Source: an optimization exercise on an open RTL-to-GDS flow (aim: small area). Production flows keep margins and buffers that such runs may drop.
At most, simulation tests tie the RTL to the original design; equivalence was not proved.
Power is estimated from default activity; no workload was simulated.

red:
==> module PhysicalNeuronController_iLoop, before the edit <==
module PhysicalNeuronController_iLoop(
    clk, rst, kill,
    iADDR, W_DATA,
    SWU_EN, SWU_ADDR, SWU_DATA,
    Addr2SYNAPSE, Addr2SOMA, Addr2STDP,
    Data2SYNAPSE, Data2SOMA, Data2STDP,
    EN_SYNAPSE, EN_SOMA, EN_STDP,
    RC_SYNAPSE, RC_SOMA, RC_STDP,
    W_EN2Synapse, W_EN2SOMA, W_EN2STDP,
    o_ctrl, dbg_DATA1, dbg_DATA2
);
input clk, rst, kill;
input [15:0] iADDR;
input [31:0] W_DATA;
input SWU_EN;
input [15:0] SWU_ADDR;
input [7:0] SWU_DATA;
output [6:0] Addr2SYNAPSE, Addr2SOMA, Addr2STDP;
output [31:0] Data2SYNAPSE, Data2SOMA, Data2STDP;
output EN_SYNAPSE, EN_SOMA, EN_STDP;
output RC_SYNAPSE, RC_SOMA, RC_STDP;
output W_EN2Synapse, W_EN2SOMA, W_EN2STDP;
output [1:0] o_ctrl;
output [31:0] dbg_DATA1, dbg_DATA2;
wire [15:0] a_in = SWU_EN ? SWU_ADDR : iADDR;
wire [31:0] d_in = SWU_EN ? {24'b0, SWU_DATA} : W_DATA;
assign dbg_DATA1 = d_in;
reg [1:0] ctl;
always @(posedge clk) begin
    if (rst)
        ctl <= 2'b10;
    else if (a_in[15])
        ctl <= 2'b01;
    else if (a_in[14])
        ctl <= 2'b10;
    else if (|a_in[13:7])
        ctl <= 2'b11;
    else if (|a_in[6:0])
        ctl <= 2'b01;
    else
        ctl <= 2'b00;
end
assign o_ctrl = ctl;
reg [1:0] nst, st;
always @(posedge clk) begin
    st <= nst;
    if (kill)
        nst <= 2'b00;
    else
        case (st)
        2'b00: nst <= (ctl == 2'b11) ? 2'b01 : 2'b00;
        2'b01: nst <= (ctl == 2'b00) ? 2'b00 : (ctl == 2'b11) ? 2'b10 : 2'b01;
        2'b10: nst <= (ctl == 2'b00) ? 2'b01 : (ctl == 2'b11) ? 2'b11 : 2'b10;
        2'b11: nst <= (ctl == 2'b01 || ctl == 2'b10) ? 2'b11 : 2'b10;
        endcase
end
wire [3:0] t = a_in[15:12];
wire [2:0] k = {t[3] & t[1], t[3] & (~t[1] | t[0]), t[3] ? (t[1:0] == 2'b00) : t[2]};
wire [41:0] w_word = {k, a_in[6:0],
                      (ctl == 2'b10) ? d_in[31:16] : 16'b0, d_in[15:0]};
wire [41:0] h_word = {k, a_in[14:8], 16'b0, d_in[31:16]};
parameter [41:0] P0 = {42{1'b1}}, P1 = 42'h0, P2 = 42'h0, PB = 42'h0;
reg [41:0] n0, n1, n2, s0, s1, s2, buf_q;
wire [41:0] v0 = s0 ^ P0, v1 = s1 ^ P1, v2 = s2 ^ P2;
always @(posedge clk) begin
    s0 <= n0;
    s1 <= n1;
    s2 <= n2;
    n0 <= P0 ^ (st[1] ? v1 : (st[0] ? w_word : h_word));
    n1 <= P1 ^ (st[1] ? (st[0] ? v2 : w_word) : h_word);
    n2 <= P2 ^ (st[0] ? w_word : h_word);
    if (kill)
        buf_q <= PB;
    else if (st != 2'b00)
        buf_q <= PB ^ v0;
    else if (ctl != 2'b00)
        buf_q <= PB ^ w_word;
    else
        buf_q <= PB;
end
wire [41:0] buf_out = buf_q ^ PB;
reg [2:0] f;
always @(posedge clk)
    f <= buf_out[41:39];
wire f_a = f[2], f_b = f[1], f_c = f[0];
assign EN_SYNAPSE = ~f_a;
assign EN_SOMA = f_a & ~f_b;
assign EN_STDP = f_a & f_b;
assign RC_SYNAPSE = f_c;
assign RC_SOMA = 1'b0;
assign RC_STDP = 1'b0;
assign W_EN2Synapse = ~f_a & f_b;
assign W_EN2SOMA = EN_SOMA;
assign W_EN2STDP = EN_STDP;
wire [6:0] a_out = buf_out[38:32];
wire [31:0] d_out = buf_out[31:0];
assign Addr2SYNAPSE = EN_SYNAPSE ? a_out : 7'b0;
assign Addr2SOMA = EN_SOMA ? a_out : 7'b0;
assign Addr2STDP = EN_STDP ? a_out : 7'b0;
assign Data2SYNAPSE = EN_SYNAPSE ? d_out : 32'b0;
assign Data2SOMA = EN_SOMA ? d_out : 32'b0;
assign Data2STDP = EN_STDP ? d_out : 32'b0;
assign dbg_DATA2 = d_out;
endmodule
==> flow/config.mk <==
export PLATFORM = sky130hd
export DESIGN_NAME = PhysicalNeuronController_iLoop
export DESIGN_NICKNAME = PhysicalNeuronController_iLoop
export VERILOG_FILES = /design/flow/design.v
export SDC_FILE = /design/flow/constraint.sdc
export NUM_CORES = 4
export LEC_CHECK = 0
export ABC_AREA = 1
export CAP_MARGIN = 20
export CORE_MARGIN = 2
export CORE_UTILIZATION = 60
export SLEW_MARGIN = 20
==> flow/constraint.sdc <==
create_clock -name core_clock -period 5.0 [get_ports {clk}]
set_input_delay 1.0000 -clock core_clock [delete_from_list [all_inputs] [get_ports {clk}]]
set_output_delay 1.0000 -clock core_clock [all_outputs]
set_load 0.01 [all_outputs]
standard.sh (not shown) runs the stock make flow with config.mk's settings and CLKGATE_MAP_FILE= SYNTH_SCRIPT=/design/flow/synth_recipe.tcl, a recipe that flattens the netlist after the stock synthesis.
==> flow/flow/run.sh <==
#!/bin/bash
set -euo pipefail
F=$(cd "$(dirname "${BASH_SOURCE[0]}")" && pwd)
export MY_ABC_SCRIPT=$F/abc_area.script
export BUFFER_PORTS_ARGS="-buffer_cell sky130_fd_sc_hd__buf_1"
export CTS_ARGS="-sink_clustering_enable -repair_clock_nets -dont_use_dummy_load -buf_list {sky130_fd_sc_hd__clkbuf_4} -sink_clustering_size 10 -sink_clustering_max_diameter 35"
bash standard.sh SYNTH_SCRIPT=$F/synth.tcl finish > standard.log 2>&1
==> flow/flow/abc_area.script <==
strash
dch -f
amap
topo
==> flow/flow/synth.tcl <==
proc synth {args} { yosys synth -nofsm -noshare {*}$args }
proc abc {args} {
  set i [lsearch $args -script]
  if {$i >= 0 && [info exists ::env(MY_ABC_SCRIPT)] && $::env(MY_ABC_SCRIPT) ne ""} {
    lset args [expr {$i + 1}] $::env(MY_ABC_SCRIPT)
  }
  yosys abc {*}$args
}
source $::env(SCRIPTS_DIR)/synth.tcl
# left out here: clear keep_hierarchy, flatten, clean up, hide names made inside functions, write 1_2_yosys.v
The inputs of blue differ from those of red as listed below.
-- flow/design.v --
<<< red, line 60
                      (ctl == 2'b10) ? d_in[31:16] : 16'b0, d_in[15:0]};
wire [41:0] h_word = {k, a_in[14:8], 16'b0, d_in[31:16]};
parameter [41:0] P0 = {42{1'b1}}, P1 = 42'h0, P2 = 42'h0, PB = 42'h0;
reg [41:0] n0, n1, n2, s0, s1, s2, buf_q;
wire [41:0] v0 = s0 ^ P0, v1 = s1 ^ P1, v2 = s2 ^ P2;
always @(posedge clk) begin
    s0 <= n0;
    s1 <= n1;
    s2 <= n2;
    n0 <= P0 ^ (st[1] ? v1 : (st[0] ? w_word : h_word));
    n1 <= P1 ^ (st[1] ? (st[0] ? v2 : w_word) : h_word);
    n2 <= P2 ^ (st[0] ? w_word : h_word);
    if (kill)
        buf_q <= PB;
    else if (st != 2'b00)
        buf_q <= PB ^ v0;
    else if (ctl != 2'b00)
        buf_q <= PB ^ w_word;
    else
        buf_q <= PB;
end
wire [41:0] buf_out = buf_q ^ PB;
>>> blue, line 60
                      (ctl == 2'b10) ? d_in[31:16] : 16'b0, d_in[15:0]};
wire [41:0] h_word = {k, a_in[14:8], 16'b0, d_in[31:16]};
parameter [41:0] P0 = {42{1'b1}}, P1 = 42'h0, P2 = {42{1'b1}}, PB = 42'h0;
reg [41:0] n0, n1, n2, s0, s1, s2, buf_q;
wire [41:0] v0 = s0 ^ P0, v1 = s1 ^ P1, v2 = s2 ^ P2;
wire sel_w = ~kill & (st == 2'b00) & (ctl != 2'b00);
wire sel_s = ~kill & (st != 2'b00);
wire [41:0] x_word = st[0] ? w_word : h_word;
always @(posedge clk) begin
    s0 <= n0;
    s1 <= n1;
    s2 <= n2;
    n0 <= P0 ^ (st[1] ? v1 : x_word);
    n1 <= P1 ^ ((st == 2'b11) ? v2 : (st[0] ? h_word : w_word));
    n2 <= P2 ^ x_word;
    buf_q <= PB ^ ({42{sel_w}} & w_word | {42{sel_s}} & v0);
end
wire [41:0] buf_out = buf_q ^ PB;
==> results.txt <==
- Between red and blue, non-clock buffer count is higher for blue, red comes in under that.
- Compared with red, blue shows a sequential share of layout area that is 0.96 points higher.
- red → blue: mean instance size in the synthesized netlist now larger; final design area excluding fillers shows a reduction of 160 um2; multi-input combinational area share -0.97 points.
- Going from red to blue, vias after detailed routing has decreased; slack of the critical path has decreased; maximum vdd drop has decreased; insertion delay of the later-clocked pin in the worst-skew pair has remained practically unchanged; internal cell power has increased.
Function not checked in blue: the RTL went through the layout flow alone.

========
run E:
PhysicalNeuronController_iLoop, a different RTL version from the one above (not shown whole).
Size in the first run: roughly 300 flip-flops, about 270 I/O pins.
==> module PhysicalNeuronController_iLoop, before the edit <==
module PhysicalNeuronController_iLoop(
    clk, rst, kill,
    iADDR, W_DATA,
    SWU_EN, SWU_ADDR, SWU_DATA,
    Addr2SYNAPSE, Addr2SOMA, Addr2STDP,
    Data2SYNAPSE, Data2SOMA, Data2STDP,
    EN_SYNAPSE, EN_SOMA, EN_STDP,
    RC_SYNAPSE, RC_SOMA, RC_STDP,
    W_EN2Synapse, W_EN2SOMA, W_EN2STDP,
    o_ctrl, dbg_DATA1, dbg_DATA2
);
input clk, rst, kill;
input [15:0] iADDR;
input [31:0] W_DATA;
input SWU_EN;
input [15:0] SWU_ADDR;
input [7:0] SWU_DATA;
output [6:0] Addr2SYNAPSE, Addr2SOMA, Addr2STDP;
output [31:0] Data2SYNAPSE, Data2SOMA, Data2STDP;
output EN_SYNAPSE, EN_SOMA, EN_STDP;
output RC_SYNAPSE, RC_SOMA, RC_STDP;
output W_EN2Synapse, W_EN2SOMA, W_EN2STDP;
output [1:0] o_ctrl;
output [31:0] dbg_DATA1, dbg_DATA2;
wire [15:0] a_in = SWU_EN ? SWU_ADDR : iADDR;
wire [31:0] d_in = SWU_EN ? {24'b0, SWU_DATA} : W_DATA;
assign dbg_DATA1 = d_in;
reg [1:0] ctl;
always @(posedge clk) begin
    if (rst)
        ctl <= 2'b10;
    else if (a_in[15])
        ctl <= 2'b01;
    else if (a_in[14])
        ctl <= 2'b10;
    else if (|a_in[13:7])
        ctl <= 2'b11;
    else if (|a_in[6:0])
        ctl <= 2'b01;
    else
        ctl <= 2'b00;
end
assign o_ctrl = ctl;
reg [1:0] nst, st;
always @(posedge clk) begin
    st <= nst;
    if (kill)
        nst <= 2'b00;
    else
        case (st)
        2'b00: nst <= (ctl == 2'b11) ? 2'b01 : 2'b00;
        2'b01: nst <= (ctl == 2'b00) ? 2'b00 : (ctl == 2'b11) ? 2'b10 : 2'b01;
        2'b10: nst <= (ctl == 2'b00) ? 2'b01 : (ctl == 2'b11) ? 2'b11 : 2'b10;
        2'b11: nst <= (ctl == 2'b01 || ctl == 2'b10) ? 2'b11 : 2'b10;
        endcase
end
wire [3:0] t = a_in[15:12];
wire [2:0] k = {t[3] & t[1], t[3] & (~t[1] | t[0]), t[3] ? (t[1:0] == 2'b00) : t[2]};
wire [41:0] w_word = {k, a_in[6:0],
                      {16{ctl[1] & ~ctl[0]}} & d_in[31:16], d_in[15:0]};
wire [41:0] h_word = {k, a_in[14:8], 16'b0, d_in[31:16]};
parameter [41:0] P0 = {42{1'b1}}, P1 = 42'h0, P2 = {42{1'b1}}, PB = 42'h0;
reg [41:0] n0, n1, n2, s0, s1, s2, buf_q;
wire [41:0] v0 = s0 ^ P0, v1 = s1 ^ P1, v2 = s2 ^ P2;
wire sel_w = ~kill & ~st[1] & ~st[0] & (ctl[1] | ctl[0]);
wire sel_s = ~kill & (st[1] | st[0]);
wire [41:0] x_word = st[0] ? w_word : h_word;
always @(posedge clk) begin
    s0 <= n0;
    s1 <= n1;
    s2 <= n2;
    n0 <= P0 ^ (st[1] ? v1 : x_word);
    n1 <= P1 ^ ((st[1] & st[0]) ? v2 : (st[0] ? h_word : w_word));
    n2 <= P2 ^ x_word;
    buf_q <= PB ^ ({42{sel_w}} & w_word | {42{sel_s}} & v0);
end
wire [41:0] buf_out = buf_q ^ PB;
reg [2:0] f;
always @(posedge clk)
    f <= buf_out[41:39];
wire f_a = f[2], f_b = f[1], f_c = f[0];
assign EN_SYNAPSE = ~f_a;
assign EN_SOMA = f_a & ~f_b;
assign EN_STDP = f_a & f_b;
assign RC_SYNAPSE = f_c;
assign RC_SOMA = 1'b0;
assign RC_STDP = 1'b0;
assign W_EN2Synapse = ~f_a & f_b;
assign W_EN2SOMA = EN_SOMA;
assign W_EN2STDP = EN_STDP;
wire [6:0] a_out = buf_out[38:32];
wire [31:0] d_out = buf_out[31:0];
assign Addr2SYNAPSE = EN_SYNAPSE ? a_out : 7'b0;
assign Addr2SOMA = EN_SOMA ? a_out : 7'b0;
assign Addr2STDP = EN_STDP ? a_out : 7'b0;
assign Data2SYNAPSE = EN_SYNAPSE ? d_out : 32'b0;
assign Data2SOMA = EN_SOMA ? d_out : 32'b0;
assign Data2STDP = EN_STDP ? d_out : 32'b0;
assign dbg_DATA2 = d_out;
endmodule
export LEC_CHECK = 0
export ABC_AREA = 1
export CAP_MARGIN = 20
export CORE_MARGIN = 2
export CORE_UTILIZATION = 70
export SLEW_MARGIN = 20
create_clock -name core_clock -period 5.0 [get_ports {clk}]
==> flow/flow/run.sh <==
#!/bin/bash
set -euo pipefail
F=$(cd "$(dirname "${BASH_SOURCE[0]}")" && pwd)
export MY_ABC_SCRIPT=$F/abc_area.script
export BUFFER_PORTS_ARGS="-buffer_cell sky130_fd_sc_hd__buf_1"
export CTS_ARGS="-sink_clustering_enable -repair_clock_nets -dont_use_dummy_load -buf_list {sky130_fd_sc_hd__clkbuf_4} -sink_clustering_size 11 -sink_clustering_max_diameter 45"
bash standard.sh SYNTH_SCRIPT=$F/synth.tcl finish > standard.log 2>&1
==> flow/flow/abc_area.script <==
strash
dch -f
amap
strash
dch -f
amap
topo
Scripts as last shown in full above: flow/flow/synth.tcl
Relative to run E, the following input files were edited for run B:
diff --git a/flow/design.v b/flow/design.v
--- a/flow/design.v
+++ b/flow/design.v
@@ -60,5 +60,5 @@
                       {16{ctl[1] & ~ctl[0]}} & d_in[31:16], d_in[15:0]};
 wire [41:0] h_word = {k, a_in[14:8], 16'b0, d_in[31:16]};
-parameter [41:0] P0 = {42{1'b1}}, P1 = 42'h0, P2 = {42{1'b1}}, PB = 42'h0;
+parameter [41:0] P0 = {42{1'b1}}, P1 = 42'h0, P2 = 42'h0, PB = 42'h0;
 reg [41:0] n0, n1, n2, s0, s1, s2, buf_q;
 wire [41:0] v0 = s0 ^ P0, v1 = s1 ^ P1, v2 = s2 ^ P2;
Run E: no failed stages, no open violations at the end. Run B | status: complete | timing, DRC, antenna: pass. Run E → run B: synthesized-area fraction occupied by and/or/nand/nor cells up 0.15 points; highest achievable clock rate moved down; worst hold slack after final layout grew by 27 ps; final core utilization saw a decrease. Going from run E to run B, area overhead of the layout relative to synthesis shrinks by 1.6 points. Any difference in internal power of the cells between run B and run E is small enough to ignore.
The RTL of run E was laid out without a check of its function.

## re-timing with driven ports
The flow's constraints put no driver on any port. The routed layouts listed below were extracted and timed again, unchanged, in two steps.
Step 1 (the two cells are an assumption about what drives the block):
set clk [get_ports {clk}]
set_driving_cell -lib_cell sky130_fd_sc_hd__clkbuf_16 $clk
set_driving_cell -lib_cell sky130_fd_sc_hd__buf_2 [delete_from_list [all_inputs] $clk]
Step 2 times the ports against the registers' clock, not the clock port: input delays grow and output delays shrink by t, the midpoint of the rising clock arrivals with the driver on.
Three values: ideal, step 1, step 2; two values: the first two.
run	t, ns	setup WS [ns]	hold slack, ns	worst setup path at the end	slew at the worst register clock pin (ns)
red	0.635	1.331 / 1.290 / 1.519	0.304 / 0.304 / 0.304	input to output	0.10 / 0.10
blue	0.635	1.159 / 1.124 / 1.477	0.282 / 0.282 / 0.282	input to output	0.10 / 0.10
run E	0.651	1.376 / 1.354 / 1.354	0.291 / 0.291 / 0.291	input to output	0.12 / 0.12
run B	0.647	1.204 / 1.166 / 1.436	0.318 / 0.318 / 0.318	input to output	0.11 / 0.11
After both steps setup and hold are still met in every run listed. For run E, which loses most, drivers alone change the setup slack by -0.022 ns; drivers and shift together by -0.022 ns.
